Source: an optimization exercise on an open RTL-to-GDS flow (aim: small area, a short achievable clock period and few clock cycles). Production flows keep margins and buffers that such runs may drop.
No functional check of the RTL was part of any run shown here.
Power and IR drop assume default switching activity.

==> design/flow/design.v <==
`timescale 1ns/10ps
module JAM (
    input CLK,
    input RST,
    output reg [2:0] W,
    output reg [2:0] J,
    input [6:0] Cost,
    output reg [3:0] MatchCount,
    output reg [9:0] MinCost,
    output reg Valid );
localparam S_PRE1 = 2'd0;    
localparam S_PRE2 = 2'd1;    
localparam S_SRCH = 2'd2;
localparam S_DONE = 2'd3;
integer i;
reg [1:0] state;
reg [6:0] u  [0:7];
reg [6:0] v  [0:7];
reg [2:0] ra [0:7];          
reg       pend;              
reg       p1v, p2v, p3v;
reg       p1ph, p2ph, p3ph;  
reg [2:0] p1w, p1j, p2w, p2j, p3w, p3j;
reg [6:0] creg;
reg [6:0] uw2;               
reg [6:0] dreg;              
reg [6:0] m;                 
reg [2:0] ma;                
reg       addv, addlast;
reg [6:0] addend;
reg [9:0] base;
reg       x0go;
reg [9:0] X  [0:7];          
reg [2:0] js [0:6];          
reg [7:0] used;              
reg       cvld;              
reg       cdone;             
reg       ev;
reg [2:0] ed, ec;
reg [7:0] eu;
reg [9:0] eK;                
reg [7:0] eT;                
reg       eneg;              
reg [2:0] efc;               
function [7:0] gtm;          
    input [2:0] a;
    gtm = 8'hfe << a;
endfunction
function [7:0] ltm;          
    input [2:0] a;
    ltm = ~(8'hff << a);
endfunction
function [2:0] pe;           
    input [7:0] x;
    integer k;
    begin
        pe = 3'd0;
        for (k = 7; k >= 0; k = k - 1)
            if (x[k]) pe = k[2:0];
    end
endfunction
function [3:0] cnext;        
    input [7:0] mk;
    input [2:0] a;
    reg   [7:0] hi;
    begin
        hi = mk & gtm(a);
        cnext = {|mk, pe((|hi) ? hi : mk)};
    end
endfunction
function [7:0] between;
    input [2:0] a;
    input [2:0] s;
    between = (a < s) ? (gtm(a) & ltm(s)) : (gtm(a) | ltm(s));
endfunction
wire [2:0]  W1  = W + 3'd1;
wire [9:0]  xw  = X[W];
wire [6:0]  vj  = v[J];
wire [6:0]  u1  = (W == 3'd7) ? 7'd0 : u[W1];
wire [11:0] ta  = {2'b00, MinCost};
wire [11:0] tb  = {2'b11, ~xw};
wire [11:0] tc  = {5'd0, vj};
wire [11:0] ts  = ta ^ tb ^ tc;
wire [11:0] tcy = (ta & tb) | (ta & tc) | (tb & tc);
wire [11:0] T   = ts + {tcy[10:0], 1'b1};
wire [9:0]  ka  = xw;
wire [9:0]  kb  = {3'b111, ~vj};
wire [9:0]  kc  = {3'b111, ~u1};
wire [9:0]  ks  = ka ^ kb ^ kc;
wire [9:0]  kcy = (ka & kb) | (ka & kc) | (kb & kc);
wire [9:0]  K   = ks + {kcy[8:0], 1'b1} + 10'd1;
wire [7:0]  uc  = used | (8'd1 << J);
wire [7:0]  fhi = ~uc & ~ltm(ra[W1]);
wire [2:0]  fc  = pe((|fhi) ? fhi : ~uc);
wire [3:0] nA  = cnext(~used & between(J, ra[W]), J);
wire [2:0] Wm  = W - 3'd1;
wire [2:0] jp  = (W == 3'd0) ? 3'd0 : js[Wm];
wire [7:0] uB  = used & ~(8'd1 << jp);
wire [3:0] nB  = cnext(~uB & between(jp, ra[Wm]), jp);
wire       le    = {1'b0, Cost} <= eT;
wire       lt    = {1'b0, Cost} <  eT;
wire       acc   = ev && !eneg && le;
wire       leaf  = (ed == 3'd7);
wire       redir = acc && !leaf;
wire [9:0] sum   = eK + Cost;
wire       first = p3ph ? (p3w == 3'd0) : (p3j == 3'd0);
wire       take  = first || dreg < m;
wire [6:0] nmin  = take ? dreg : m;
wire [2:0] narg  = take ? p3j : ma;
wire       lastc = p3ph ? (p3w == 3'd7) : (p3j == 3'd7);
always @(posedge CLK or posedge RST) begin
    if (RST) begin
        state <= S_PRE1;
        W <= 3'd0;
        J <= 3'd0;
        Valid <= 1'b0;
        pend <= 1'b0;
        p1v <= 1'b0;
        p2v <= 1'b0;
        p3v <= 1'b0;
        addv <= 1'b0;
        x0go <= 1'b0;
        cvld <= 1'b0;
        cdone <= 1'b0;
    end else begin
        p1v <= (state == S_PRE1) || (state == S_PRE2 && !pend);
        p2v <= p1v;
        p3v <= p2v;
        addv <= p3v && lastc;
        x0go <= addv && addlast;
        case (state)
        S_PRE1: begin
            {W, J} <= {W, J} + 6'd1;
            if (W == 3'd7 && J == 3'd7) state <= S_PRE2;
        end
        S_PRE2: begin
            if (!pend) begin
                {J, W} <= {J, W} + 6'd1;
                if (W == 3'd7 && J == 3'd7) pend <= 1'b1;
            end
            if (x0go) begin
                state <= S_SRCH;
                W <= 3'd0;
                J <= ra[0];
                cvld <= 1'b1;
                cdone <= 1'b0;
            end
        end
        S_SRCH: begin
            if (redir) begin
                W <= ed + 3'd1;
                J <= efc;
                cvld <= 1'b1;
                cdone <= 1'b0;
            end else if (cdone) begin
                state <= S_DONE;
                Valid <= 1'b1;
            end else if (nA[3]) begin
                J <= nA[2:0];
                cvld <= 1'b1;
            end else if (W == 3'd0) begin
                cdone <= 1'b1;
                cvld <= 1'b0;
            end else if (nB[3]) begin
                W <= Wm;
                J <= nB[2:0];
                cvld <= 1'b1;
            end else begin
                W <= Wm;
                J <= jp;
                cvld <= 1'b0;
            end
        end
        default: ;
        endcase
    end
end
always @(posedge CLK) begin
    p1ph <= (state == S_PRE2);
    p1w <= W;
    p1j <= J;
    p2ph <= p1ph;
    p2w <= p1w;
    p2j <= p1j;
    p3ph <= p2ph;
    p3w <= p2w;
    p3j <= p2j;
    creg <= Cost;
    uw2 <= u[p1w];
    dreg <= p2ph ? creg - uw2 : creg;
    if (p3v) begin
        m <= nmin;
        ma <= narg;
        if (lastc) begin
            if (!p3ph) begin
                u[p3w] <= nmin;
                ra[p3w] <= narg;
            end else begin
                v[p3j] <= nmin;
            end
        end
    end
    addend <= nmin;
    addlast <= p3ph && p3j == 3'd7;
    if (state == S_PRE1 && p3v && p3w == 3'd0 && p3j == 3'd0)
        base <= 10'd0;
    else if (addv)
        base <= base + addend;
    if (x0go)
        X[0] <= base - u[0];
    ev <= cvld && state == S_SRCH && !redir;
    ed <= W;
    ec <= J;
    eu <= used;
    eK <= K;
    eneg <= T[11];
    eT <= (T[10:8] != 3'd0) ? 8'hff : T[7:0];
    efc <= fc;
    if (state == S_PRE1 || state == S_PRE2) begin
        MinCost <= 10'h3ff;
        used <= 8'd0;
    end else if (state == S_SRCH) begin
        if (acc && leaf) begin
            if (lt) begin
                MinCost <= sum;
                MatchCount <= 4'd1;
            end else begin
                MatchCount <= MatchCount + 4'd1;
            end
        end
        if (redir) begin
            js[ed] <= ec;
            X[ed + 3'd1] <= sum;
            used <= eu | (8'd1 << ec);
        end else if (!cdone && !nA[3] && W != 3'd0) begin
            used <= uB;
        end
    end
end
endmodule
==> design/flow/run.sh <==
#!/bin/bash
# synth_recipe.tcl (not shown) runs the flow's synth.tcl, then flattens the netlist and writes it again
# the make line also repeats each setting of config.mk as NAME=value (left out here)
make -C /OpenROAD-flow-scripts/flow DESIGN_CONFIG=/design/flow/config.mk WORK_HOME=/design/flow/orfs CLKGATE_MAP_FILE= SYNTH_SCRIPT=/design/flow/synth_recipe.tcl finish
==> design/flow/config.mk <==
export PLATFORM = sky130hd
export DESIGN_NAME = JAM
export DESIGN_NICKNAME = JAM
export VERILOG_FILES = /design/flow/design.v
export SDC_FILE = /design/flow/constraint.sdc
export NUM_CORES = 4
export LEC_CHECK = 0
export CAP_MARGIN = 20
export CORE_MARGIN = 2
export CORE_UTILIZATION = 40
export SLEW_MARGIN = 20
==> design/flow/constraint.sdc <==
create_clock -name core_clock -period 6.0 [get_ports {CLK}]
set_input_delay 1.2000 -clock core_clock [delete_from_list [all_inputs] [get_ports {CLK}]]
set_output_delay 1.2000 -clock core_clock [all_outputs]
set_load 0.01 [all_outputs]
==> metrics.cfg, run 1 <==
[timing]
rsz0062_at_grt=no
skew_ps=18.5
setup_violations=0
fmax_mhz=197
setup_slack_ps=926
slew_headroom=0.257
final.min_clock_period_ps=5070
fin_crit_sh=0.846
fin_hold_ws_ps=325
maxSlewViolCount=0
worstMarginPinSlew_ps=1100
fin_tns_setup_ps=0
hold_viol=0

[yosys]
async_reset_ff_frac=0.0451
synth_area_mm2=0.0194
synth-edff-count=251
netlist_instances=1576
yosys.area.top_type=edfxtp_1
synth_top_area_share=0.389
yosys-top-cells-count=251 x edfxtp_1, 115 x inv_1, 110 x nor2_1, 109 x dfxtp_1, 98 x nand2_1
synth_area_leaders=edfxtp_1 39%, dfxtp_1 11%, mux4_2 7.8%
synth_seq_cells=377
synth_cell_types=88
yosys_warnings=1
ys.flop_type=edfxtp_1
syn-num-nets=1688
syn-mean-instance-area_um2=12.3
ys_seq_area_frac=0.524
synth.most_common_cell=edfxtp_1

[clock_tree]
cts_tree=done
clock_latency_ps=580
numCtsBuffers=41
cts_setup_buffers=0
cts_root_buffer=clkbuf_16
cts_hold_buf=0
htree_levels=2
postCtsResizedCells=0
cts.sinks=377
path_clk_slew_ps=60
clockBufferDepth=3

[floorplanning]
io_pins=30
rows=80
core_area_mm2=0.0477
die_w_um=224
die_area_mm2=0.0502
die_h_um=224
initial_core_util=0.405

[worst_setup_path]
end_kind=flip-flop
path_cells=mux4_2 > mux2i_1 > fa_1 > inv_1 > ha_1 > o21ai_0 > a21boi_0 > o21ai_0 > a21boi_0 > o21ai_0 > a21boi_0 > o21ai_0 > a21oi_1 > o221ai_1
critPathMostFrequentCell=o21ai_0
cp.arrival_ps=5500
cp_slowest_stage_delay_ps=850
critPathSlowestCell=dfrtp_1
required_ps=6420
crit_type=reg2reg
path_max_fanout=8
start_kind=flip-flop

[final_layout]
syn_to_final_growth_pct=12.7
fin_nets=1736
layout-drive-gt1-share=0.142
antenna_cells=0

[route]
postRouteAntennaNets=0
via_count=12800
drt-pass1-iter-count=5
totalWireLength_um=49400
post_drt_wl_per_cell_um=21.8
drc=0
drt_iter0_markers=966
viasPerCell=5.65

[global_route]
grt_max_degree=77
grt_overflow=0
first_global_vias=12700
track_usage=0.198
grt_pass1_wl_um=75300
antenna_found_initial=1

[power_and_ir_drop]
powerDensity_mw_per_mm2=252
p_leak_nw=8.22
finalPower_mw=5.49
ir_drop_mv=0.179

[placement]
place_hpwl_um=35800
port_buffers=29
gp_congestion=0.890
dpl_worst_slack_ps=781

[worst_hold_path]
hold_path_class=reg2reg

[flow_run]
cap_violations=0

[run_status]
status=finished clean

[layer usage]
metal | up-vias | global-route usage | part of all wire
met2 | 399 | 0.316 | 0.46
met5 | - | 0 | 0.00026
li1 | 5958 | - | -
met3 | 76 | 0.0401 | 0.059
met4 | 2 | 0.0557 | 0.021
met1 | 6396 | 0.275 | 0.46
[sequential cells by signal, summed over array words and instances, names as in the netlist, 4 cells and up]
signal	count
MatchCount	4
MinCost	10
X	80
addend	7
base	10
creg	7
dreg	7
eK	10
eT	8
eu	8
js	21
m	7
ra	24
u	56
used	8
uw2	7
v	56
[kinds of logic after synthesis]
logic type | Yosys count | synth area share
compound gates | 318 | 0.111
xor+xnor | 49 | 0.0226
fa+ha+maj | 104 | 0.0753
buf+inv | 181 | 0.0394
flops | 377 | 0.524
mux | 170 | 0.133
simple gates | 377 | 0.0939
[worst paths after layout]
check / from / endpoint / slack, ps / cells after the start
worst max-delay path: J[0] / eT[7] / 930 / 14
worst min-delay path: p2j[0] / p3j[0] / 330 / 0
min in group asynchronous: RST / Valid / 1080 / 2
worst min register to register: p2j[0] / p3j[0] / 330 / 0
max in group asynchronous: RST / W[0] / 4340 / 2
worst max register to register: J[0] / eT[7] / 930 / 14
[report_power, final]
group / switching (mW) / internal, mW
combinational: 0.0614 / 0.0303
sequential: 0.00742 / 2.77
clock: 1.06 / 1.56
[layout by cell type, fill, tap and decap left out, types with 39 or more instances in the layout]
| master | Yosys | layout |
|---|---|---|
| mux2i_1 | 69 | 69 |
| nand2_1 | 98 | 98 |
| edfxtp_1 | 251 | 251 |
| a21oi_1 | 75 | 75 |
| ha_1 | 82 | 82 |
| mux4_2 | 67 | 67 |
| clkbuf_16 | 0 | 42 |
| o21ai_0 | 64 | 64 |
| inv_1 | 115 | 115 |
| buf_4 | 1 | 39 |
| dfxtp_1 | 109 | 109 |
| nor2_1 | 110 | 108 |
[critical path: cells and delay by family (launching register included)]
family	cells	cell delay, ps
buf+inv	1	70
compound gates	9	2120
fa+ha+maj	2	690
mux	2	1190
flops	1	850
[cell type report]
type | count | area, µm²
clock buffer | 51 | 1120
clock inverter | 22 | 274
fill | 4277 | 25900
inverter | 117 | 439
multi-input combinational | 1018 | 8460
sequential | 377 | 10100
tap | 615 | 769
timing repair buffer | 69 | 603
[through the flow]
stage,util,instances,cell area [µm²]
2_1_floorplan,-,1576,19400
3_3_place_gp,0.428,2196,20400
3_5_place_dp,0.428,2196,20400
4_1_cts,0.457,2269,21800
5_1_grt,0.457,2269,21800
6_report,0.457,2269,21800
==> run 2, diff against run 1 <==
--- a/design/flow/config.mk
+++ b/design/flow/config.mk
@@ -5,7 +5,9 @@
 export SDC_FILE = /design/flow/constraint.sdc
 export NUM_CORES = 4
 export LEC_CHECK = 0
+export ABC_CLOCK_PERIOD_IN_PS = 3500
 export CAP_MARGIN = 20
 export CORE_MARGIN = 2
 export CORE_UTILIZATION = 40
+export SETUP_SLACK_MARGIN = 2.5
 export SLEW_MARGIN = 20
==> metrics.cfg, run 2 <==
[run_status]
status=finished clean

[timing]
setup_violations=0  ; unchanged
fin_crit_sh=0.706  ; -0.140
maxSlewViolCount=0  ; unchanged
fmax_mhz=236  ; +20%
final.min_clock_period_ps=4230  ; -840 ps
worstMarginPinSlew_ps=981  ; -123 ps
fin_hold_ws_ps=327  ; +2.00 ps
skew_ps=13.5  ; -5.02 ps
fin_tns_setup_ps=0  ; unchanged
slew_headroom=0.327  ; +0.0697
hold_viol=0  ; unchanged
rsz0062_at_grt=yes

[final_layout]
largest_reg_flops=80  ; unchanged
top_register=X
layout-drive-gt1-share=0.287  ; +0.145
final_cell_mix=251 x edfxtp_1, 111 x buf_4, 109 x dfxtp_1, 102 x inv_1, 92 x nor2_1
syn_to_final_growth_pct=24.6
nFillCells=4027  ; -5.8%
final_core_util=0.505  ; +0.0479
layout.cells.non_filler=2390  ; +5.3%
fin_nets=1853  ; +6.7%
reg_top3=X x80, u x56, v x56
final_area_mm2=0.0241  ; +10%
final_common_cell=edfxtp_1

[yosys]
synth_area_mm2=0.0194  ; unchanged
netlist_instances=1576  ; unchanged
synth_area_leaders=edfxtp_1 39%, dfxtp_1 11%, mux4_2 7.8%
yosys_warnings=1  ; unchanged
ys_seq_area_frac=0.524  ; unchanged
synth_cell_types=88  ; unchanged
ys.flop_type=edfxtp_1
yosys-top-cells-count=251 x edfxtp_1, 115 x inv_1, 110 x nor2_1, 109 x dfxtp_1, 98 x nand2_1
synth.most_common_cell=edfxtp_1
synth_top_area_share=0.389  ; unchanged
yosys.area.top_type=edfxtp_1
synth-edff-count=251  ; unchanged
syn-num-nets=1688  ; unchanged
async_reset_ff_frac=0.0451  ; unchanged
synth_seq_cells=377  ; unchanged
syn-mean-instance-area_um2=12.3  ; unchanged

[power_and_ir_drop]
powerDensity_mw_per_mm2=223  ; -11%
p_clk_frac=0.463  ; -0.013
internal-power_mw=4.29  ; -1.6%
ir_drop_mv=0.175  ; -2.4%
sw_frac_of_total=0.201  ; -0.00448
p_leak_nw=9.06  ; +10%
p_seq_frac=0.518  ; +0.011
net-switching-power_mw=1.08  ; -4.3%
power_frac_comb=0.018  ; about the same

[global_route]
antenna_found_initial=1  ; unchanged
grt_overflow=0  ; unchanged
track_usage=0.212  ; +0.0136
grt_max_degree=35  ; -55%
grt_pass1_wl_um=81100  ; +7.6%
first_global_vias=13600  ; +6.8%

[floorplanning]
initial_core_util=0.405  ; unchanged
io_pins=30  ; unchanged
core_area_mm2=0.0477  ; unchanged
die_w_um=224  ; unchanged
die_h_um=224  ; unchanged
rows=80  ; unchanged
die_area_mm2=0.0502  ; unchanged

[worst_setup_path]
crit_type=reg2reg
end_kind=flip-flop
cp.arrival_ps=4640  ; -860 ps
required_ps=6410  ; about the same
path_max_fanout=6  ; -2
start_kind=flip-flop

[route]
totalWireLength_um=53400  ; +8.1%
drc=0  ; unchanged
post_drt_wl_per_cell_um=22.4  ; +2.6%
drt-pass1-iter-count=5  ; unchanged
drt_iter0_markers=1152  ; +19%
viasPerCell=5.67  ; +0.20%
via_count=13500  ; +5.5%
postRouteAntennaNets=0  ; unchanged

[placement]
gp_congestion=0.905  ; +1.7%
dp_cells=2184  ; -0.55%
place_area_mm2=0.0207  ; +1.3%
port_buffers=29  ; unchanged
place_hpwl_um=35600  ; -0.43%

[clock_tree]
cts.sinks=377  ; unchanged
path_clk_slew_ps=60  ; about the same
cts_root_buffer=clkbuf_16
cts_tree=done
cts_hold_buf=0  ; unchanged
clockBufferDepth=3  ; unchanged
htree_levels=2  ; unchanged
numCtsBuffers=41  ; unchanged
clock_latency_ps=560  ; -20 ps

[worst_hold_path]
hold_path_class=reg2reg

[flow_run]
cap_violations=0  ; unchanged

-- run 2: critical path, stage by stage (launching register included) --
cell and delay, ps:
dfrtp_4 520, clkinv_8 90, ha_4 350, mux4_2 350
and3_4 170, a31o_4 240, ha_4 240, inv_2 60
a31oi_4 60, or4b_4 590, a22oi_2 250, o2111ai_4 190
o211a_1 280, a211o_1 290, o311ai_4 390
-- run 2: timing repair --
item                       4_1_cts  5_1_grt
resized for setup              134      100
cloned                           6        1
setup buffers                   92       30
setup endpoints to repair      175      112
pin swaps                       41       66
-- run 2: layout make-up --
cell class                 instances  area (µm²)  share of cell area
clock inverter                    14         124             0.00514
sequential                       377       10200               0.421
tap                              615         769              0.0319
multi-input combinational       1019        9510               0.394
timing repair buffer             185        1870              0.0775
clock buffer                      62        1210              0.0501
inverter                         117         469              0.0195
antenna                            1        2.50            0.000104
-- run 2: power groups by stage --
| stage | clock network [mW] | registers, mW | logic [mW] |
|---|---|---|---|
| 5_1_grt | 2.65 | 2.78 | 0.110 |
| 4_1_cts | 2.54 | 2.78 | 0.0942 |
| 3_3_place_gp | 0 | 2.84 | 0.0918 |
| 3_5_place_dp | 0 | 2.84 | 0.0939 |
| 6_report | 2.49 | 2.78 | 0.0992 |
| 2_1_floorplan | 0 | 2.83 | 0.0577 |
-- run 2: logic make-up (layout without fill, tap and decap cells) --
logic type / Yosys count / after routing / share of synthesized area
other: 0 / 1 / 0
AOI/OAI and AO/OA: 318 / 318 / 0.111
buffers and inverters: 181 / 378 / 0.0394
muxes: 170 / 170 / 0.133
and+or+nand+nor: 377 / 378 / 0.0939
adders and majority gates: 104 / 104 / 0.0753
xor gates and xnor gates: 49 / 49 / 0.0226
DFF: 377 / 377 / 0.524
-- run 2: per-stage QoR --
stage	power, mW	setup slack (ps)
6_report	5.37	1770
5_1_grt	5.54	1590
4_1_cts	5.41	1730
3_5_place_dp	2.93	647
3_3_place_gp	2.93	621
2_1_floorplan	2.89	1530
-- run 2: path summary, 6_finish.rpt --
path / startpoint / endpoint / slack (ps) / cells after the start
min in group asynchronous: RST / Valid / 1140 / 2
setup / recovery: W[0] / J[0] / 1770 / 14
hold / removal: p1ph / p2ph / 330 / 0
setup reg to reg: W[0] / J[0] / 1770 / 14
max in group asynchronous: RST / J[1] / 4230 / 2
hold reg to reg: p1ph / p2ph / 330 / 0
-- run 2: routing by layer --
| metal | global-route usage | part of all wire | routed length [µm] |
|---|---|---|---|
| met1 | 0.294 | 0.44 | 23800 |
| met2 | 0.343 | 0.48 | 25600 |
| met3 | 0.0371 | 0.055 | 2950 |
| met4 | 0.0570 | 0.022 | 1150 |
| met5 | 0 | 0 | 0 |
==> run 3, diff against run 2 <==
==> design/flow/config.mk (replaced) <==
export PLATFORM = sky130hd
export DESIGN_NAME = JAM
export DESIGN_NICKNAME = JAM
export VERILOG_FILES = /design/flow/design.v
export SDC_FILE = /design/flow/constraint.sdc
export NUM_CORES = 4
export LEC_CHECK = 0
export ABC_CLOCK_PERIOD_IN_PS = 2500
export CAP_MARGIN = 20
export CORE_MARGIN = 2
export CORE_UTILIZATION = 40
export SETUP_SLACK_MARGIN = 3.5
export SLEW_MARGIN = 20
==> metrics.cfg, run 3 <==
[global_route]
grt_max_degree=35  ; unchanged
grt_overflow=0  ; unchanged
track_usage=0.233  ; +0.0213
antenna_found_initial=0  ; -1
first_global_vias=14300  ; +5.0%
grt_pass1_wl_um=87800  ; +8.3%

[final_layout]
multiInputGateArea_mm2=0.0104  ; +9.0%
layout.cells.non_filler=2505  ; +4.8%
final_core_util=0.545  ; +0.0404
layout-drive-gt1-share=0.366  ; +0.0787
antenna_cells=0  ; -1
syn_to_final_growth_pct=34.5
reg_top3=X x80, u x56, v x56
final_area_mm2=0.0260  ; +8.0%
fin_nets=1970  ; +6.3%
largest_reg_flops=80  ; unchanged
top_register=X
final_common_cell=edfxtp_1
final_cell_mix=251 x edfxtp_1, 150 x buf_4, 107 x dfxtp_1, 95 x inv_1, 87 x nand2_1
nFillCells=3826  ; -5.0%
seq_area_mm2=0.0102  ; about the same

[route]
totalWireLength_um=60100  ; +12%
via_count=14500  ; +7.3%
viasPerCell=5.80  ; +2.4%
post_drt_wl_per_cell_um=24.0  ; +7.3%
drt_iter0_markers=1469  ; +28%
drc=0  ; unchanged
postRouteAntennaNets=0  ; unchanged
drt-pass1-iter-count=5  ; unchanged

[yosys]
synth_seq_cells=377  ; unchanged
yosys-top-cells-count=251 x edfxtp_1, 115 x inv_1, 110 x nor2_1, 109 x dfxtp_1, 98 x nand2_1
syn-num-nets=1688  ; unchanged
async_reset_ff_frac=0.0451  ; unchanged
synth_cell_types=88  ; unchanged
synth_area_leaders=edfxtp_1 39%, dfxtp_1 11%, mux4_2 7.8%
ys.flop_type=edfxtp_1
synth_top_area_share=0.389  ; unchanged
synthXorXnorAreaFrac=0.0226  ; unchanged
synth-edff-count=251  ; unchanged
ys_seq_area_frac=0.524  ; unchanged
syn-mean-instance-area_um2=12.3  ; unchanged
synth.most_common_cell=edfxtp_1
yosys_warnings=1  ; unchanged
synthAdderAreaFrac=0.0753  ; unchanged
synth_top_family_by_area=multiplexers
synth-simple-area-share=0.0939  ; unchanged
muxShareOfSynthArea=0.133  ; unchanged
synth_area_mm2=0.0194  ; unchanged
yosys.area.top_type=edfxtp_1
synth-compound-area-share=0.111  ; unchanged
netlist_instances=1576  ; unchanged

[floorplanning]
initial_core_util=0.405  ; unchanged
die_w_um=224  ; unchanged
core_area_mm2=0.0477  ; unchanged
io_pins=30  ; unchanged
rows=80  ; unchanged
die_h_um=224  ; unchanged
die_area_mm2=0.0502  ; unchanged

[placement]
dp_cells=2186  ; +0.092%
place_hpwl_um=36200  ; +1.6%
gp_congestion=0.937  ; +3.5%
dpl_worst_slack_ps=890  ; +243 ps
place_area_mm2=0.0209  ; +1.1%
port_buffers=29  ; unchanged

[clock_tree]
numCtsBuffers=41  ; unchanged
htree_levels=2  ; unchanged
cts_root_buffer=clkbuf_16
clockBufferDepth=3  ; unchanged
path_clk_slew_ps=60  ; about the same
clock_latency_ps=570  ; about the same
cts.sinks=377  ; unchanged
cts_tree=done
cts_hold_buf=0  ; unchanged

[timing]
rsz0062_at_grt=yes
fin_crit_sh=0.696  ; -0.00973
hold_viol=0  ; unchanged
fmax_mhz=239  ; +1.4%
maxSlewViolCount=0  ; unchanged
setup_violations=0  ; unchanged
final.min_clock_period_ps=4180  ; -58.4 ps
setup_slack_ps=1820  ; +58.4 ps
skew_ps=24.1  ; +10.6 ps
fin_tns_setup_ps=0  ; unchanged
worstMarginPinSlew_ps=1060  ; +83.3 ps
slew_headroom=0.285  ; -0.0419

[power_and_ir_drop]
p_leak_nw=9.97  ; +10%
powerDensity_mw_per_mm2=213  ; -4.5%
ir_drop_mv=0.166  ; -5.4%

[worst_hold_path]
hold_path_class=reg2reg

[flow_run]
cap_violations=0  ; unchanged

[worst_setup_path]
crit_type=reg2reg
path_max_fanout=6  ; unchanged
end_kind=flip-flop
required_ps=6440  ; +30 ps
start_kind=flip-flop
cp.arrival_ps=4620  ; -20 ps

[run_status]
status=finished clean

==> run 3: logic make-up (layout without fill, tap and decap cells) <==
kind of cell	Yosys count	count (layout)
DFF	377	377
and+or+nand+nor	377	382
AOI/OAI and AO/OA	318	318
buffers and inverters	181	466
muxes	170	194
adders and majority gates	104	104
xor gates and xnor gates	49	49
==> run 3: timing repair <==
item	4_1_cts	5_1_grt
endpoints found under the setup margin	401	399
resized for setup	317	113
pin swaps	98	100
cloned	31	8
buffers inserted	160	45
==> run 3: power by group <==
group / total, mW / internal (mW) / switching, mW
Combinational: 0.180 / 0.0851 / 0.0949
Sequential: 2.79 / 2.77 / 0.0124
Clock: 2.57 / 1.52 / 1.05
Total: 5.54 / 4.38 / 1.16
==> run 3: path summary, 6_finish.rpt <==
kind	startpoint	to	slack (ps)	depth (start not counted)
max	W[1]	J[2]	1820	19
min	p1ph	p2ph	320	0
max reg2reg	W[1]	J[2]	1820	19
min reg2reg	p1ph	p2ph	320	0
max in group asynchronous	RST	W[2]	4240	2
min in group asynchronous	RST	state[1]	1110	2
==> run 3: per-stage QoR <==
step / power, mW / hold WS [ps]
2_1_floorplan: 2.89 / 310
6_report: 5.54 / 322
3_3_place_gp: 2.93 / 313
5_1_grt: 5.69 / 331
3_5_place_dp: 2.94 / 312
4_1_cts: 5.56 / 326
==> run 3: critical path, cell delays in order (launching register included) <==
cell	delay, ps
dfrtp_4	490
buf_6	140
buf_6	110
inv_6	50
ha_4	210
buf_8	150
inv_8	60
mux4_2	570
inv_2	110
ha_4	200
inv_4	50
a31oi_4	50
buf_6	170
o31ai_4	280
o21ai_2	110
a21bo_2	200
a2111o_1	450
nor2_4	170
a311oi_2	120
a221o_1	340
==> run 3: cell type report <==
cell class                      count  share of cell area
Timing Repair Buffer              274               0.111
Sequential cell                   377               0.390
Clock inverter                     21             0.00822
Clock buffer                       54              0.0441
Inverter                          117              0.0184
Multi-Input combinational cell   1047               0.398
Tap cell                          615              0.0296
==> run 3: metal layers <==
metal / wire (µm) / share of wire / track usage
met5: 0 / 0 / 0
met4: 2160 / 0.036 / 0.0873
met3: 4990 / 0.083 / 0.0584
met2: 27700 / 0.46 / 0.364
met1: 25300 / 0.42 / 0.314
==> run 4, diff against run 3 <==
--- a/design/flow/design.v
+++ b/design/flow/design.v
@@ -42,6 +42,44 @@
 reg [7:0] eT;                
 reg       eneg;              
 reg [2:0] efc;               
+function [12:0] add12;
+    input [11:0] a;
+    input [11:0] b;
+    input        cin;
+    reg   [11:0] g, p, gg, pp, gn, pn;
+    reg   [12:0] c;
+    integer i, l;
+    begin
+        g = a & b;
+        p = a ^ b;
+        gg = g;
+        pp = p;
+        for (l = 1; l < 12; l = l * 2) begin
+            gn = gg;
+            pn = pp;
+            for (i = l; i < 12; i = i + 1) begin
+                gn[i] = gg[i] | (pp[i] & gg[i - l]);
+                pn[i] = pp[i] & pp[i - l];
+            end
+            gg = gn;
+            pp = pn;
+        end
+        c[0] = cin;
+        for (i = 0; i < 12; i = i + 1) c[i + 1] = gg[i] | (pp[i] & cin);
+        add12 = {c[12], p ^ c[11:0]};
+    end
+endfunction
+function [9:0] sel10;
+    input [79:0] x;
+    input [2:0]  k;
+    input [2:0]  o;
+    integer n;
+    begin
+        sel10 = 10'd0;
+        for (n = 0; n < 8; n = n + 1)
+            if (k == n) sel10 = x[((n + o) & 7) * 10 +: 10];
+    end
+endfunction
 function [7:0] gtm;          
     input [2:0] a;
     gtm = 8'hfe << a;
@@ -73,36 +111,54 @@
     input [2:0] s;
     between = (a < s) ? (gtm(a) & ltm(s)) : (gtm(a) | ltm(s));
 endfunction
+wire [79:0] raf, uf, vf, Xf, jsf;
+genvar gi;
+generate
+    for (gi = 0; gi < 8; gi = gi + 1) begin : g_flat
+        assign raf[gi*10 +: 10] = {7'd0, ra[gi]};
+        assign uf[gi*10 +: 10]  = {3'd0, u[gi]};
+        assign vf[gi*10 +: 10]  = {3'd0, v[gi]};
+        assign Xf[gi*10 +: 10]  = X[gi];
+        assign jsf[gi*10 +: 10] = (gi == 7) ? 10'd0 : {7'd0, js[gi]};
+    end
+endgenerate
 wire [2:0]  W1  = W + 3'd1;
-wire [9:0]  xw  = X[W];
-wire [6:0]  vj  = v[J];
-wire [6:0]  u1  = (W == 3'd7) ? 7'd0 : u[W1];
+wire [9:0]  xw  = sel10(Xf, W, 3'd0);
+wire [6:0]  vj  = sel10(vf, J, 3'd0);
+wire [6:0]  u1  = (W == 3'd7) ? 7'd0 : sel10(uf, W, 3'd1);
+wire [2:0]  ra1 = sel10(raf, W, 3'd1);
 wire [11:0] ta  = {2'b00, MinCost};
 wire [11:0] tb  = {2'b11, ~xw};
 wire [11:0] tc  = {5'd0, vj};
 wire [11:0] ts  = ta ^ tb ^ tc;
 wire [11:0] tcy = (ta & tb) | (ta & tc) | (tb & tc);
-wire [11:0] T   = ts + {tcy[10:0], 1'b1};
+wire [12:0] Ts  = add12(ts, {tcy[10:0], 1'b0}, 1'b1);
+wire [11:0] T   = Ts[11:0];
 wire [9:0]  ka  = xw;
 wire [9:0]  kb  = {3'b111, ~vj};
 wire [9:0]  kc  = {3'b111, ~u1};
 wire [9:0]  ks  = ka ^ kb ^ kc;
 wire [9:0]  kcy = (ka & kb) | (ka & kc) | (kb & kc);
-wire [9:0]  K   = ks + {kcy[8:0], 1'b1} + 10'd1;
+wire [12:0] Ks  = add12({2'b00, ks}, {1'b0, kcy, 1'b1}, 1'b1);
+wire [9:0]  K   = Ks[9:0];
 wire [7:0]  uc  = used | (8'd1 << J);
-wire [7:0]  fhi = ~uc & ~ltm(ra[W1]);
+wire [7:0]  fhi = ~uc & ~ltm(ra1);
 wire [2:0]  fc  = pe((|fhi) ? fhi : ~uc);
-wire [3:0] nA  = cnext(~used & between(J, ra[W]), J);
+wire [2:0] raw = sel10(raf, W, 3'd0);
+wire [3:0] nA  = cnext(~used & between(J, raw), J);
 wire [2:0] Wm  = W - 3'd1;
-wire [2:0] jp  = (W == 3'd0) ? 3'd0 : js[Wm];
+wire [2:0] jp  = sel10(jsf, W, 3'd7);
+wire [2:0] ram = sel10(raf, W, 3'd7);
 wire [7:0] uB  = used & ~(8'd1 << jp);
-wire [3:0] nB  = cnext(~uB & between(jp, ra[Wm]), jp);
-wire       le    = {1'b0, Cost} <= eT;
-wire       lt    = {1'b0, Cost} <  eT;
+wire [3:0] nB  = cnext(~uB & between(jp, ram), jp);
+wire [12:0] cmpd = add12({4'd0, eT}, {5'h1f, ~Cost}, 1'b1);    
+wire       le    = !cmpd[11];
+wire       lt    = !cmpd[11] && (cmpd[10:0] != 11'd0);
 wire       acc   = ev && !eneg && le;
 wire       leaf  = (ed == 3'd7);
 wire       redir = acc && !leaf;
-wire [9:0] sum   = eK + Cost;
+wire [12:0] sums = add12({2'b00, eK}, {5'd0, Cost}, 1'b0);
+wire [9:0] sum   = sums[9:0];
 wire       first = p3ph ? (p3w == 3'd0) : (p3j == 3'd0);
 wire       take  = first || dreg < m;
 wire [6:0] nmin  = take ? dreg : m;
==> design/flow/config.mk (replaced) <==
export PLATFORM = sky130hd
export DESIGN_NAME = JAM
export DESIGN_NICKNAME = JAM
export VERILOG_FILES = /design/flow/design.v
export SDC_FILE = /design/flow/constraint.sdc
export NUM_CORES = 4
export LEC_CHECK = 0
export ABC_CLOCK_PERIOD_IN_PS = 3000
export CAP_MARGIN = 20
export CORE_MARGIN = 2
export CORE_UTILIZATION = 40
export SETUP_SLACK_MARGIN = 3.0
export SLEW_MARGIN = 20
==> metrics.cfg, run 4 <==
[yosys]
syn-num-nets=2038  ; +21%
synth_area_mm2=0.0200  ; +3.1%
ys.flop_type=edfxtp_1
yosys.area.top_type=edfxtp_1
yosys_warnings=1  ; unchanged
yosys-top-cells-count=251 x edfxtp_1, 164 x nor2_1, 155 x a21oi_1, 155 x nand2_1, 121 x o21ai_0
synth_top_area_share=0.378  ; -0.0117
netlist_instances=1922  ; +22%
synth.most_common_cell=edfxtp_1
async_reset_ff_frac=0.0451  ; unchanged
synth-edff-count=251  ; unchanged
synth_seq_cells=377  ; unchanged
ys_seq_area_frac=0.508  ; -0.0157
synth_area_leaders=edfxtp_1 38%, dfxtp_1 11%, ha_1 5.5%
synth_cell_types=97  ; +10%
syn-mean-instance-area_um2=10.4  ; -15%

[clock_tree]
numCtsBuffers=41  ; unchanged
cts_tree=done
clock_latency_ps=580  ; about the same
cts_root_buffer=clkbuf_16
htree_levels=2  ; unchanged
path_clk_slew_ps=60  ; about the same
clockBufferDepth=3  ; unchanged
cts.sinks=377  ; unchanged

[floorplanning]
die_h_um=227  ; +1.5%
die_w_um=227  ; +1.5%
rows=81  ; +1.3%
initial_core_util=0.407  ; +0.00142
io_pins=30  ; unchanged
die_area_mm2=0.0517  ; +3.0%
core_area_mm2=0.0491  ; +2.7%

[route]
post_drt_wl_per_cell_um=22.7  ; -5.2%
drt-pass1-iter-count=6  ; +1
viasPerCell=5.86  ; +1.1%
via_count=16500  ; +13%
postRouteAntennaNets=0  ; unchanged
drt_iter0_markers=1689  ; +15%
totalWireLength_um=64000  ; +6.5%
drc=0  ; unchanged

[timing]
maxSlewViolCount=0  ; unchanged
worstMarginPinSlew_ps=1070  ; +7.94 ps
setup_violations=0  ; unchanged
fin_crit_sh=0.797  ; +0.101
slew_headroom=0.282  ; -0.00283
skew_ps=41.7  ; +17.6 ps
fmax_mhz=209  ; -13%
hold_viol=0  ; unchanged
final.min_clock_period_ps=4780  ; +608 ps
fin_hold_ws_ps=326  ; +4.15 ps
rsz0062_at_grt=yes
fin_tns_setup_ps=0  ; unchanged

[final_layout]
top_register=X
seq_area_mm2=0.0102  ; -0.15%
reg_top3=X x80, u x56, v x56
multiInputGateArea_mm2=0.0107  ; +3.2%
antenna_cells=0  ; unchanged
fin_nets=2232  ; +13%
nFillCells=4265  ; +11%
final_cell_mix=251 x edfxtp_1, 154 x buf_4, 140 x nand2_1, 131 x nor2_1, 127 x a21oi_1
syn_to_final_growth_pct=30.1
layout.cells.non_filler=2813  ; +12%
largest_reg_flops=80  ; unchanged
layout-drive-gt1-share=0.281  ; -0.0851
final_common_cell=edfxtp_1
final_area_mm2=0.0260  ; -0.31%

[power_and_ir_drop]
p_clk_frac=0.392  ; -0.073
sw_frac_of_total=0.257  ; +0.0473
ir_drop_mv=0.193  ; +17%
power_frac_comb=0.150  ; +0.118
powerDensity_mw_per_mm2=253  ; +19%
internal-power_mw=4.88  ; +11%
net-switching-power_mw=1.68  ; +45%
p_leak_nw=9.67  ; -3.0%
p_seq_frac=0.459  ; -0.044

[placement]
place_hpwl_um=41500  ; +15%
gp_congestion=0.951  ; +1.5%
port_buffers=29  ; unchanged
dp_cells=2559  ; +17%
place_area_mm2=0.0215  ; +2.9%

[worst_setup_path]
required_ps=6510  ; +70 ps
path_max_fanout=8  ; +2
crit_type=reg2reg
end_kind=flip-flop
reg2reg_slack_ps=1220  ; -610 ps
critPathSlowestCell=fa_1
r2r-start=W[0]
path_delay_family=compound AO/OA/AOI/OAI gates
cp_slowest_stage_delay_ps=470  ; -100 ps
start_kind=flip-flop
reg2regPathDepth=28  ; +9
crit_buf_inv=3  ; -5
critPathMostFrequentCell=o21ai_2
cp.arrival_ps=5290  ; +670 ps
worstReg2RegEnd=eT[3]

[worst_hold_path]
hold_path_class=reg2reg
hp-start=p2w[0]
min_path_cells=0  ; unchanged
min_to=p3w[0]

[global_route]
track_usage=0.241  ; +0.00807
grt_max_degree=38  ; +8.6%
grt_overflow=0  ; unchanged
grt_pass1_wl_um=94500  ; +7.6%
antenna_found_initial=3  ; +3
first_global_vias=15700  ; +10%

[flow_run]
cap_violations=0  ; unchanged

[run_status]
status=finished clean

## run 4: changes by cell type after synthesis, moves of 16 or more
cell,before,now
mux4_2,67,4
a21oi_1,75,155
nand2b_1,24,40
nand2_1,98,155
a22oi_1,4,29
a21o_1,13,30
o21ai_0,64,121
mux2_2,34,14
mux2i_1,69,17
clkbuf_1,40,74
nor2_1,110,164
a211oi_1,10,56
## run 4: cell families after synthesis
kind of cell | after synthesis | share of synthesized area
AOI/OAI and AO/OA | 587 | 0.197
and+or+nand+nor | 563 | 0.138
DFF | 377 | 0.508
buffers and inverters | 214 | 0.0437
adders and majority gates | 108 | 0.0751
xor gates and xnor gates | 38 | 0.0167
muxes | 35 | 0.0209
## run 4: timing repair
action                     in CTS  in global routing
cloned                         10                  2
pin swaps                      73                104
gates resized for setup       194                177
setup endpoints to repair     291                290
hold buffers                    0                  0
buffers inserted               94                 72
## run 4: final cells by class
cell class,instances,share of cell area
well taps,664,0.0320
repair buffers,248,0.0950
multi-input cells,1339,0.412
clock inverters,19,0.00771
flip-flops and latches,377,0.391
clock buffers,57,0.0450
inverters,109,0.0175
## run 4: layer usage
layer  share of wire  global-route usage  vias to the layer above
li1                -                   -                     7486
met1            0.43               0.324                     8166
met2            0.47               0.391                      689
met3           0.070              0.0407                      148
met4           0.034              0.0913                        2
met5         0.00016                   0                        -
## run 4: stage by stage
| stage | total power [mW] | utilization | setup slack, ps |
|---|---|---|---|
| after CTS | 6.52 | 0.501 | 1430 |
| final | 6.56 | 0.529 | 1220 |
| after global placement | 3.91 | 0.439 | 592 |
| after global routing | 6.82 | 0.529 | 1010 |
| after floorplan | 3.72 | - | 997 |
| after detailed placement | 3.94 | 0.439 | 501 |
## run 4: worst max-delay path by stage
| stage | start | end | slack (ps) | cells past startpoint |
|---|---|---|---|---|
| floorplan | W[1] | eT[5] | 1000 | 32 |
| global placement | J[0] | eT[7] | 590 | 22 |
| detailed placement | J[0] | eT[3] | 500 | 22 |
| CTS | W[0] | eT[3] | 1430 | 27 |
| global route | W[0] | eT[3] | 1010 | 28 |
| finish | W[0] | eT[3] | 1220 | 28 |
## run 4: power by group through the flow
stage	logic (mW)	registers [mW]	clock network (mW)
after floorplan	0.698	3.02	0
after global placement	0.858	3.06	0
after detailed placement	0.877	3.06	0
after CTS	0.910	3.01	2.60
after global routing	1.09	3.02	2.71
final	0.981	3.01	2.57
==> run 5, diff against run 4 <==
==> design/flow/config.mk (replaced) <==
export PLATFORM = sky130hd
export DESIGN_NAME = JAM
export DESIGN_NICKNAME = JAM
export VERILOG_FILES = /design/flow/design.v
export SDC_FILE = /design/flow/constraint.sdc
export NUM_CORES = 4
export LEC_CHECK = 0
export ABC_CLOCK_PERIOD_IN_PS = 3500
export CAP_MARGIN = 20
export CORE_MARGIN = 2
export CORE_UTILIZATION = 40
export SETUP_SLACK_MARGIN = 2.5
export SLEW_MARGIN = 20
==> metrics.cfg, run 5 <==
[power_and_ir_drop]
ir_drop_mv=0.191  ; -1.3%
p_leak_nw=9.10  ; -5.9%
powerDensity_mw_per_mm2=265  ; +4.7%
finalPower_mw=6.53  ; -0.47%

[yosys]
async_reset_ff_frac=0.0451  ; unchanged
yosys-top-cells-count=251 x edfxtp_1, 164 x nor2_1, 155 x a21oi_1, 155 x nand2_1, 121 x o21ai_0
synth-edff-count=251  ; unchanged
syn-num-nets=2038  ; unchanged
synth_cell_types=97  ; unchanged
syn-mean-instance-area_um2=10.4  ; unchanged
synth.most_common_cell=edfxtp_1
yosys_warnings=1  ; unchanged
yosys.area.top_type=edfxtp_1
synth_area_leaders=edfxtp_1 38%, dfxtp_1 11%, ha_1 5.5%
synth_seq_cells=377  ; unchanged
synth_area_mm2=0.0200  ; unchanged
ys_seq_area_frac=0.508  ; unchanged
netlist_instances=1922  ; unchanged
synth_top_area_share=0.378  ; unchanged
ys.flop_type=edfxtp_1

[timing]
fin_tns_setup_ps=0  ; unchanged
setup_violations=0  ; unchanged
fin_hold_ws_ps=326  ; +0.378 ps
fin_crit_sh=0.786  ; -0.0113
worstMarginPinSlew_ps=1100  ; +29.7 ps
fmax_mhz=212  ; +1.4%
final.min_clock_period_ps=4720  ; -67.8 ps
setup_slack_ps=1280  ; +67.8 ps
skew_ps=16.3  ; -25.4 ps
slew_headroom=0.262  ; -0.0199
hold_viol=0  ; unchanged
maxSlewViolCount=0  ; unchanged
rsz0062_at_grt=yes

[route]
via_count=16000  ; -3.2%
drt-pass1-iter-count=5  ; -1
viasPerCell=5.82  ; -0.81%
drc=0  ; unchanged
post_drt_wl_per_cell_um=21.9  ; -3.8%
totalWireLength_um=60100  ; -6.1%
postRouteAntennaNets=0  ; unchanged
drt_iter0_markers=1550  ; -8.2%

[final_layout]
final_cell_mix=251 x edfxtp_1, 153 x nor2_1, 148 x nand2_1, 138 x a21oi_1, 120 x buf_4
layout-drive-gt1-share=0.225  ; -0.0563
antenna_cells=0  ; unchanged
syn_to_final_growth_pct=23.6
multiInputGateArea_mm2=0.0101  ; -5.2%
reg_top3=X x80, u x56, v x56
final_area_mm2=0.0247  ; -5.0%
top_register=X
final_common_cell=edfxtp_1
largest_reg_flops=80  ; unchanged
nFillCells=4416  ; +3.5%
fin_nets=2165  ; -3.0%
seq_area_mm2=0.0102  ; unchanged

[flow_run]
cap_violations=0  ; unchanged

[floorplanning]
die_w_um=227  ; unchanged
die_area_mm2=0.0517  ; unchanged
rows=81  ; unchanged
die_h_um=227  ; unchanged
io_pins=30  ; unchanged
initial_core_util=0.407  ; unchanged
core_area_mm2=0.0491  ; unchanged

[clock_tree]
cts.sinks=377  ; unchanged
clock_latency_ps=580  ; about the same
path_clk_slew_ps=60  ; about the same
cts_root_buffer=clkbuf_16
cts_tree=done
numCtsBuffers=42  ; +2.4%
htree_levels=2  ; unchanged
clockBufferDepth=3  ; unchanged
cts_hold_buf=0  ; unchanged

[worst_setup_path]
required_ps=6460  ; -50 ps
critPathMostFrequentCell=o21a_1
crit_type=reg2reg
cp_slowest_stage_delay_ps=670  ; +200 ps
path_cells=inv_4 > ha_4 > nor2b_4 > buf_6 > buf_6 > buf_12 > a22oi_2 > a211oi_2 > a21oi_1 > a211oi_1 > a21oi_1 > nand2_1 > o211ai_1 > fa_1 > ha_4 > o21a_1 > o21a_1 > o21a_1 > o21a_1 > o21a_1 > o21a_1 > nor2_2 > nand2_1 > xnor2_1
end_kind=flip-flop
cp.arrival_ps=5170  ; -120 ps
start_kind=flip-flop
critPathSlowestCell=fa_1
path_max_fanout=7  ; -1

[run_status]
status=finished clean

[worst_hold_path]
hold_path_class=reg2reg

[placement]
place_area_mm2=0.0214  ; -0.33%
gp_congestion=0.939  ; -1.2%
dpl_worst_slack_ps=588  ; +87.2 ps
port_buffers=29  ; unchanged
place_hpwl_um=41400  ; -0.30%

[global_route]
track_usage=0.233  ; -0.00830
first_global_vias=15600  ; -1.0%
grt_overflow=0  ; unchanged
grt_pass1_wl_um=91700  ; -3.0%
antenna_found_initial=0  ; -3
grt_max_degree=37  ; -2.6%

## run 5: path summary, 6_finish.rpt
path	startpoint	end	slack (ps)	cells past startpoint
setup / recovery	W[1]	eK[9]	1280	24
hold / removal	p2w[0]	p3w[0]	330	0
setup reg to reg	W[1]	eK[9]	1280	24
hold reg to reg	p2w[0]	p3w[0]	330	0
max in group asynchronous	RST	J[0]	4260	2
min in group asynchronous	RST	state[0]	1120	2
## run 5: what timing repair did
action | in CTS | in global routing
gates cloned | 4 | 1
endpoints found under the setup margin | 190 | 154
gates resized for setup | 168 | 81
buffers inserted | 81 | 19
pin swaps | 59 | 56
## run 5: kinds of logic (layout without fill, tap and decap cells)
logic type | Yosys count | count (layout) | synth area share
AO/OA/AOI/OAI | 587 | 587 | 0.197
AND/OR/NAND/NOR | 563 | 566 | 0.138
flip-flops | 377 | 377 | 0.508
buffers and inverters | 214 | 371 | 0.0437
adder cells (fa/ha/maj) | 108 | 108 | 0.0751
XOR/XNOR | 38 | 38 | 0.0167
multiplexers | 35 | 35 | 0.0209
## run 5: per-layer routing
| layer | vias up | part of all wire | track usage | wire (µm) |
|---|---|---|---|---|
| met1 | 7748 | 0.43 | 0.316 | 26000 |
| met2 | 702 | 0.45 | 0.370 | 27300 |
| met3 | 162 | 0.073 | 0.0435 | 4420 |
| met5 | - | 0 | 0 | 0 |
| met4 | 0 | 0.039 | 0.0888 | 2340 |
| li1 | 7356 | - | - | - |
## run 5: report_power, final
part,internal [mW],switching [mW]
combinational,0.448,0.499
sequential,2.92,0.0849
clock,1.47,1.10
total,4.84,1.69
## run 5: worst max-delay path, delay by kind of cell, from the launching register on
family	cells	cell delay [ps]
compound gates	12	2000
xor+xnor	1	140
fa+ha+maj	3	1100
buf+inv	4	480
flops	1	460
simple gates	4	420
## run 5: per-stage QoR
stage | cells | util
2_1_floorplan | 1922 | -
3_3_place_gp | 2562 | 0.437
3_5_place_dp | 2564 | 0.437
4_1_cts | 2726 | 0.492
5_1_grt | 2746 | 0.503
6_report | 2746 | 0.503
## run 5: area by class of cell
cell class,instances,area share
multi-input cells,1334,0.411
repair buffers,185,0.0696
well taps,664,0.0337
clock inverters,27,0.0112
flip-flops and latches,377,0.412
inverters,109,0.0183
clock buffers,50,0.0450
==> run 6, diff against run 5 <==
--- a/design/flow/design.v
+++ b/design/flow/design.v
@@ -77,7 +77,7 @@
     begin
         sel10 = 10'd0;
         for (n = 0; n < 8; n = n + 1)
-            if (k == n) sel10 = x[((n + o) & 7) * 10 +: 10];
+            sel10 = sel10 | ({10{k == n}} & x[((n + o) & 7) * 10 +: 10]);
     end
 endfunction
 function [7:0] gtm;          
@@ -141,10 +141,19 @@
 wire [9:0]  kcy = (ka & kb) | (ka & kc) | (kb & kc);
 wire [12:0] Ks  = add12({2'b00, ks}, {1'b0, kcy, 1'b1}, 1'b1);
 wire [9:0]  K   = Ks[9:0];
+wire [6:0]  uw  = sel10(uf, W, 3'd0);
+wire [9:0]  fa_ = xw;
+wire [9:0]  fb_ = {3'b000, uw};
+wire [9:0]  fcc = {3'b111, ~u1};
+wire [9:0]  fs_ = fa_ ^ fb_ ^ fcc;
+wire [9:0]  fcy = (fa_ & fb_) | (fa_ & fcc) | (fb_ & fcc);
+wire [12:0] Kfs = add12({2'b00, fs_}, {1'b0, fcy, 1'b1}, 1'b0);
+wire [9:0]  Kf  = Kfs[9:0];
 wire [7:0]  uc  = used | (8'd1 << J);
 wire [7:0]  fhi = ~uc & ~ltm(ra1);
 wire [2:0]  fc  = pe((|fhi) ? fhi : ~uc);
 wire [2:0] raw = sel10(raf, W, 3'd0);
+wire       cfree = cvld && J == raw && W != 3'd7;
 wire [3:0] nA  = cnext(~used & between(J, raw), J);
 wire [2:0] Wm  = W - 3'd1;
 wire [2:0] jp  = sel10(jsf, W, 3'd7);
@@ -208,6 +217,10 @@
                 J <= efc;
                 cvld <= 1'b1;
                 cdone <= 1'b0;
+            end else if (cfree) begin
+                W <= W1;
+                J <= fc;
+                cvld <= 1'b1;
             end else if (cdone) begin
                 state <= S_DONE;
                 Valid <= 1'b1;
@@ -264,7 +277,7 @@
         base <= base + addend;
     if (x0go)
         X[0] <= base - u[0];
-    ev <= cvld && state == S_SRCH && !redir;
+    ev <= cvld && state == S_SRCH && !redir && !cfree;
     ed <= W;
     ec <= J;
     eu <= used;
@@ -288,6 +301,10 @@
             js[ed] <= ec;
             X[ed + 3'd1] <= sum;
             used <= eu | (8'd1 << ec);
+        end else if (cfree) begin
+            js[W] <= J;
+            X[W1] <= Kf;
+            used <= uc;
         end else if (!cdone && !nA[3] && W != 3'd0) begin
             used <= uB;
         end
--- a/design/flow/config.mk
+++ b/design/flow/config.mk
@@ -5,7 +5,7 @@
 export SDC_FILE = /design/flow/constraint.sdc
 export NUM_CORES = 4
 export LEC_CHECK = 0
-export ABC_CLOCK_PERIOD_IN_PS = 3500
+export ABC_CLOCK_PERIOD_IN_PS = 1000
 export CAP_MARGIN = 20
 export CORE_MARGIN = 2
 export CORE_UTILIZATION = 40
==> metrics.cfg, run 6 <==
[clock_tree]
cts_hold_buf=0  ; unchanged
cts_tree=done
clock_latency_ps=580  ; about the same
htree_levels=2  ; unchanged
numCtsBuffers=40  ; -4.8%
cts.sinks=377  ; unchanged
cts_root_buffer=clkbuf_16
clockBufferDepth=3  ; unchanged
path_clk_slew_ps=70  ; about the same

[yosys]
ys.flop_type=edfxtp_1
netlist_instances=1819  ; -5.4%
synth_top_area_share=0.374  ; -0.00338
synth_seq_cells=377  ; unchanged
syn-mean-instance-area_um2=11.1  ; +6.6%
yosys.area.top_type=edfxtp_1
synth_area_mm2=0.0201  ; +0.90%
synth_cell_types=94  ; -3.1%
synth.most_common_cell=edfxtp_1
async_reset_ff_frac=0.0451  ; unchanged
syn-num-nets=1952  ; -4.2%
yosys-top-cells-count=251 x edfxtp_1, 148 x nand2_1, 138 x inv_1, 126 x nor2_1, 109 x dfxtp_1
ys_seq_area_frac=0.504  ; -0.00455
yosys_warnings=1  ; unchanged
synth-edff-count=251  ; unchanged
synth_area_leaders=edfxtp_1 37%, dfxtp_1 11%, ha_1 6.0%

[timing]
fin_tns_setup_ps=0  ; unchanged
maxSlewViolCount=0  ; unchanged
skew_ps=30.8  ; +14.5 ps
final.min_clock_period_ps=4960  ; +248 ps
fmax_mhz=201  ; -5.0%
worstMarginPinSlew_ps=1090  ; -10.8 ps
fin_crit_sh=0.827  ; +0.0413
hold_viol=0  ; unchanged
rsz0062_at_grt=yes
slew_headroom=0.271  ; +0.00890
setup_violations=0  ; unchanged

[worst_hold_path]
min_to=p3w[1]
hold_path_class=reg2reg
hp-start=p2w[1]
min_path_cells=0  ; unchanged

[final_layout]
reg_top3=X x80, u x56, v x56
largest_reg_flops=80  ; unchanged
syn_to_final_growth_pct=31.9
antenna_cells=0  ; unchanged
final_common_cell=edfxtp_1
multiInputGateArea_mm2=0.0106  ; +4.5%
final_cell_mix=251 x edfxtp_1, 181 x buf_4, 133 x nand2_1, 118 x inv_1, 109 x dfxtp_1
fin_nets=2213  ; +2.2%
top_register=X
nFillCells=4120  ; -6.7%
layout-drive-gt1-share=0.299  ; +0.0740
seq_area_mm2=0.0101  ; about the same

[route]
drt_iter0_markers=1995  ; +29%
totalWireLength_um=68200  ; +13%
via_count=16800  ; +4.9%
viasPerCell=6.02  ; +3.5%
postRouteAntennaNets=0  ; unchanged
met3_wirelength_um=6710  ; +52%
post_drt_wl_per_cell_um=24.5  ; +12%
wl_met2_um=31000  ; +14%
drc=0  ; unchanged
top_layer=met4
wl_met1_um=27000  ; +3.6%
drt-pass1-iter-count=9  ; +4

[worst_setup_path]
critPathMostFrequentCell=buf_4
worstReg2RegEnd=eT[3]
reg2reg_slack_ps=1040  ; -250 ps
path_max_fanout=4  ; -3
end_kind=flip-flop
start_kind=flip-flop
r2r-start=W[1]
reg2regPathDepth=29  ; +21%
required_ps=6500  ; +40 ps
crit_type=reg2reg
cp.arrival_ps=5460  ; +290 ps
cp_slowest_stage_delay_ps=520  ; -150 ps
critPathSlowestCell=fa_1

[floorplanning]
io_pins=30  ; unchanged
die_w_um=228  ; +0.44%
initial_core_util=0.403  ; -0.00383
die_area_mm2=0.0521  ; +0.89%
core_area_mm2=0.0500  ; +1.9%
die_h_um=228  ; +0.44%
rows=82  ; +1.2%

[global_route]
antenna_found_initial=0  ; unchanged
first_global_vias=16500  ; +5.8%
grt_overflow=0  ; unchanged
grt_max_degree=38  ; +2.7%
track_usage=0.250  ; +0.0173
grt_pass1_wl_um=100000  ; +9.1%

[flow_run]
cap_violations=0  ; unchanged

[run_status]
status=finished clean

[placement]
place_hpwl_um=42100  ; +1.6%
port_buffers=29  ; unchanged
gp_congestion=0.924  ; -1.6%

[power_and_ir_drop]
ir_drop_mv=0.179  ; -6.3%
powerDensity_mw_per_mm2=245  ; -7.7%
p_leak_nw=10.2  ; +12%
finalPower_mw=6.49  ; -0.62%

run 6: cell types whose count changed in the layout (fill, tap and decap cells not counted), sizes merged, moves of 33 or more:
cell    delta
buf      +122
a222oi    +85
a211oi    -43
nor2      -36
o21ai     -33
a21oi     -80
run 6: timing repair:
action	4_1_cts	5_1_grt
gates cloned	7	1
setup endpoints to repair	255	250
buffers inserted	176	64
pin swaps	140	108
resized for setup	202	124
endpoints found under the hold margin	0	0
run 6: worst max-delay path: cells and delay by family (launching register included):
kind            cells  cell delay (ps)
buf+inv            18             2050
fa+ha+maj           3              970
compound gates      4              950
flops               1              480
simple gates        3              260
mux                 1              190
run 6: cell families after synthesis:
logic type      Yosys count  share of synthesized area
compound gates          513                      0.193
xor+xnor                 45                     0.0196
fa+ha+maj               126                     0.0886
buf+inv                 237                     0.0479
flops                   377                      0.504
mux                      58                     0.0385
simple gates            463                      0.109
run 6: power by group:
group / internal, mW / switching [mW] / leakage [nW]
clock: 1.36 / 1.09 / 0.613
combinational: 0.373 / 0.542 / 6.12
sequential: 3.06 / 0.0670 / 3.44
total: 4.80 / 1.69 / 10.2
run 6: layer usage:
metal,up-vias,GRT usage
li1,7421,-
met1,8181,0.327
met2,933,0.401
met3,217,0.0511
met4,0,0.115
met5,-,0
run 6: final cells by class:
cell class,instances,area share
tap,672,0.0317
clock inverter,19,0.00485
inverter,142,0.0222
clock buffer,55,0.0434
sequential,377,0.382
multi-input combinational,1209,0.399
timing repair buffer,310,0.117
run 6: how the worst max path moves through the flow:
stage               startpoint     to  slack (ps)  cells after the start
finish                    W[1]  eT[3]        1040                     29
global route              W[1]  eT[3]         950                     29
CTS                       J[0]  eT[6]        1310                     20
detailed placement        J[1]  eT[7]         460                     20
global placement          J[1]  eT[3]         610                     20
floorplan                 W[1]  eT[3]        1100                     25
run 6: per-stage QoR:
step           worst slack [ps]   util  instances  hold WS (ps)  cell area (µm²)
2_1_floorplan              1100      -       1819           310            20800
3_3_place_gp                609  0.433       2462           313            21600
3_5_place_dp                458  0.433       2462           314            21600
4_1_cts                    1310  0.510       2719           326            25500
5_1_grt                     952  0.531       2784           338            26500
6_report                   1040  0.531       2784           325            26500
==> run 7, diff against run 6 <==
--- a/design/flow/config.mk
+++ b/design/flow/config.mk
@@ -5,7 +5,7 @@
 export SDC_FILE = /design/flow/constraint.sdc
 export NUM_CORES = 4
 export LEC_CHECK = 0
-export ABC_CLOCK_PERIOD_IN_PS = 1000
+export ABC_CLOCK_PERIOD_IN_PS = 3500
 export CAP_MARGIN = 20
 export CORE_MARGIN = 2
 export CORE_UTILIZATION = 40
==> metrics.cfg, run 7 <==
[power_and_ir_drop]
ir_drop_mv=0.179  ; unchanged
power_frac_comb=0.141  ; about the same
net-switching-power_mw=1.69  ; unchanged
sw_frac_of_total=0.261  ; unchanged
internal-power_mw=4.80  ; unchanged
p_leak_nw=10.2  ; unchanged
p_clk_frac=0.377  ; about the same
powerDensity_mw_per_mm2=245  ; unchanged
p_seq_frac=0.482  ; about the same

[worst_setup_path]
startpoint=W[1]
r2r-start=W[1]
critPathSlowestCell=fa_1
crit_type=reg2reg
required_ps=6500  ; about the same
start_kind=flip-flop
end_kind=flip-flop
path_max_fanout=4  ; unchanged
cp.arrival_ps=5460  ; about the same
cp_slowest_stage_delay_ps=520  ; about the same
critPathMostFrequentCell=buf_4

[global_route]
grt_max_degree=38  ; unchanged
first_global_vias=16500  ; unchanged
track_usage=0.250  ; unchanged
antenna_found_initial=0  ; unchanged
grt_pass1_wl_um=100000  ; unchanged
grt_overflow=0  ; unchanged

[yosys]
synth_top_area_share=0.374  ; unchanged
synth_area_leaders=edfxtp_1 37%, dfxtp_1 11%, ha_1 6.0%
yosys-top-cells-count=251 x edfxtp_1, 148 x nand2_1, 138 x inv_1, 126 x nor2_1, 109 x dfxtp_1
synth.most_common_cell=edfxtp_1
yosys_warnings=1  ; unchanged
synth-edff-count=251  ; unchanged
synth_seq_cells=377  ; unchanged
netlist_instances=1819  ; unchanged
async_reset_ff_frac=0.0451  ; unchanged
syn-num-nets=1952  ; unchanged
ys.flop_type=edfxtp_1
synth_area_mm2=0.0201  ; unchanged
ys_seq_area_frac=0.504  ; unchanged
syn-mean-instance-area_um2=11.1  ; unchanged
synth_cell_types=94  ; unchanged
yosys.area.top_type=edfxtp_1

[placement]
dp_cells=2462  ; unchanged
place_hpwl_um=42100  ; unchanged
port_buffers=29  ; unchanged
gp_congestion=0.924  ; unchanged

[timing]
worstMarginPinSlew_ps=1090  ; unchanged
slew_headroom=0.271  ; unchanged
maxSlewViolCount=0  ; unchanged
skew_ps=30.8  ; unchanged
fin_crit_sh=0.827  ; unchanged
fmax_mhz=201  ; unchanged
hold_viol=0  ; unchanged
rsz0062_at_grt=yes
fin_tns_setup_ps=0  ; unchanged
setup_violations=0  ; unchanged
final.min_clock_period_ps=4960  ; unchanged

[run_status]
status=finished clean

[final_layout]
seq_area_mm2=0.0101  ; unchanged
layout.cells.non_filler=2784  ; unchanged
fin_nets=2213  ; unchanged
nFillCells=4120  ; unchanged
syn_to_final_growth_pct=31.9  ; unchanged
layout-drive-gt1-share=0.299  ; unchanged
largest_reg_flops=80  ; unchanged
top_register=X
final_cell_mix=251 x edfxtp_1, 181 x buf_4, 133 x nand2_1, 118 x inv_1, 109 x dfxtp_1
antenna_cells=0  ; unchanged
reg_top3=X x80, u x56, v x56
final_common_cell=edfxtp_1
multiInputGateArea_mm2=0.0106  ; unchanged

[floorplanning]
die_w_um=228  ; unchanged
initial_core_util=0.403  ; unchanged
die_h_um=228  ; unchanged
core_area_mm2=0.0500  ; unchanged
io_pins=30  ; unchanged
rows=82  ; unchanged
die_area_mm2=0.0521  ; unchanged

[flow_run]
cap_violations=0  ; unchanged

[worst_hold_path]
hp-start=p2w[1]
hold_path_class=reg2reg

[route]
drt_iter0_markers=1995  ; unchanged
post_drt_wl_per_cell_um=24.5  ; unchanged
viasPerCell=6.02  ; unchanged
postRouteAntennaNets=0  ; unchanged
drc=0  ; unchanged
totalWireLength_um=68200  ; unchanged
via_count=16800  ; unchanged
drt-pass1-iter-count=9  ; unchanged

[clock_tree]
clockBufferDepth=3  ; unchanged
htree_levels=2  ; unchanged
cts_root_buffer=clkbuf_16
numCtsBuffers=40  ; unchanged
clock_latency_ps=580  ; about the same
cts_tree=done
cts_hold_buf=0  ; unchanged
path_clk_slew_ps=70  ; about the same
cts.sinks=377  ; unchanged

==> run 7: cell counts after synthesis <==
Identical to the previous run, type by type.
==> run 7: kinds of logic after synthesis <==
logic type / synth area share
AOI/OAI and AO/OA: 0.193
xor gates and xnor gates: 0.0196
adders and majority gates: 0.0886
buffers and inverters: 0.0479
DFF: 0.504
muxes: 0.0385
and+or+nand+nor: 0.109
==> run 7: repair_timing <==
item / 4_1_cts / 5_1_grt
gates resized for setup: 202 / 124
pin swaps: 140 / 108
gates cloned: 7 / 1
buffers inserted: 176 / 64
endpoints found under the setup margin: 255 / 250
==> run 7: layout make-up <==
class                           count  area share
Tap cell                          672      0.0317
Inverter                          142      0.0222
Sequential cell                   377       0.382
Multi-Input combinational cell   1209       0.399
Timing Repair Buffer              310       0.117
Clock buffer                       55      0.0434
Clock inverter                     19     0.00485
==> run 7: power by group through the flow <==
stage,clock [mW],sequential (mW),combinational [mW]
after detailed placement,0,3.19,0.867
final,2.45,3.13,0.914
after global routing,2.57,3.14,1.02
after global placement,0,3.18,0.845
after CTS,2.47,3.13,0.891
after floorplan,0,3.16,0.607
==> run 7: through the flow <==
stage	power, mW	area, µm²	utilization	worst slack, ps	hold WS, ps
detailed placement	4.05	21600	0.433	458	314
finish	6.49	26500	0.531	1040	325
global placement	4.03	21600	0.433	609	313
global route	6.73	26500	0.531	952	338
CTS	6.50	25500	0.510	1310	326
floorplan	3.77	20800	-	1100	310
==> run 7: path summary, 6_finish.rpt <==
| kind | to | slack (ps) | cells after the start |
|---|---|---|---|
| max | eT[3] | 1040 | 29 |
| max in group asynchronous | J[1] | 4140 | 2 |
| min reg2reg | p3w[1] | 320 | 0 |
| min | p3w[1] | 320 | 0 |
| min in group asynchronous | p2v | 1190 | 2 |
| max reg2reg | eT[3] | 1040 | 29 |
==> run 7: per-layer routing <==
layer | part of all wire | vias to the layer above | wire (µm) | track usage
met4 | 0.051 | 0 | 3510 | 0.115
met5 | 0 | - | 0 | 0
met2 | 0.45 | 933 | 31000 | 0.401
met3 | 0.098 | 217 | 6710 | 0.0511
met1 | 0.40 | 8181 | 27000 | 0.327
li1 | - | 7421 | - | -
==> run 7: worst max-delay path: cells and delay by family, from the launching register on <==
kind / cells / cell delay, ps
mux: 1 / 190
flops: 1 / 480
buf+inv: 18 / 2050
simple gates: 3 / 260
compound gates: 4 / 950
fa+ha+maj: 3 / 970

afterwards: timing with drivers on the ports:
No port has a modelled driver above. Below, the same layouts with a new extraction and two added sets of constraints.
Step 1 sets driving cells, clkbuf_16 on the clock port and buf_2 on the other inputs (assumed; they add their load-dependent delay and slew).
Step 2, shift: input delay + t, output delay - t, t = (earliest + latest rising clock arrival at the registers) / 2. This alone moves slack from input paths to output paths.
Slacks: ideal ports / drivers / drivers and shift; pairs: ideal ports / drivers.
run | t, ns | setup WS [ns] | worst hold slack (ns) | cell pins on the clock port's net
run 1 | 0.629 | 0.926 / 0.926 / 0.751 | 0.325 / 0.325 / 0.325 | 1
run 2 | 0.609 | 1.765 / 1.765 / 1.765 | 0.327 / 0.327 / 0.327 | 1
run 3 | 0.619 | 1.824 / 1.824 / 1.824 | 0.322 / 0.322 / 0.322 | 1
run 4 | 0.619 | 1.216 / 1.216 / 1.216 | 0.326 / 0.326 / 0.326 | 1
run 5 | 0.629 | 1.283 / 1.283 / 1.283 | 0.326 / 0.326 / 0.326 | 1
run 6 | 0.621 | 1.036 / 1.036 / 1.036 | 0.325 / 0.325 / 0.325 | 1
run 7 | 0.621 | 1.036 / 1.036 / 1.036 | 0.325 / 0.325 / 0.325 | 1
After both steps every run listed still meets setup and hold. For run 1, which loses most, drivers alone change the setup slack by 0.000 ns; drivers and shift together by -0.175 ns.
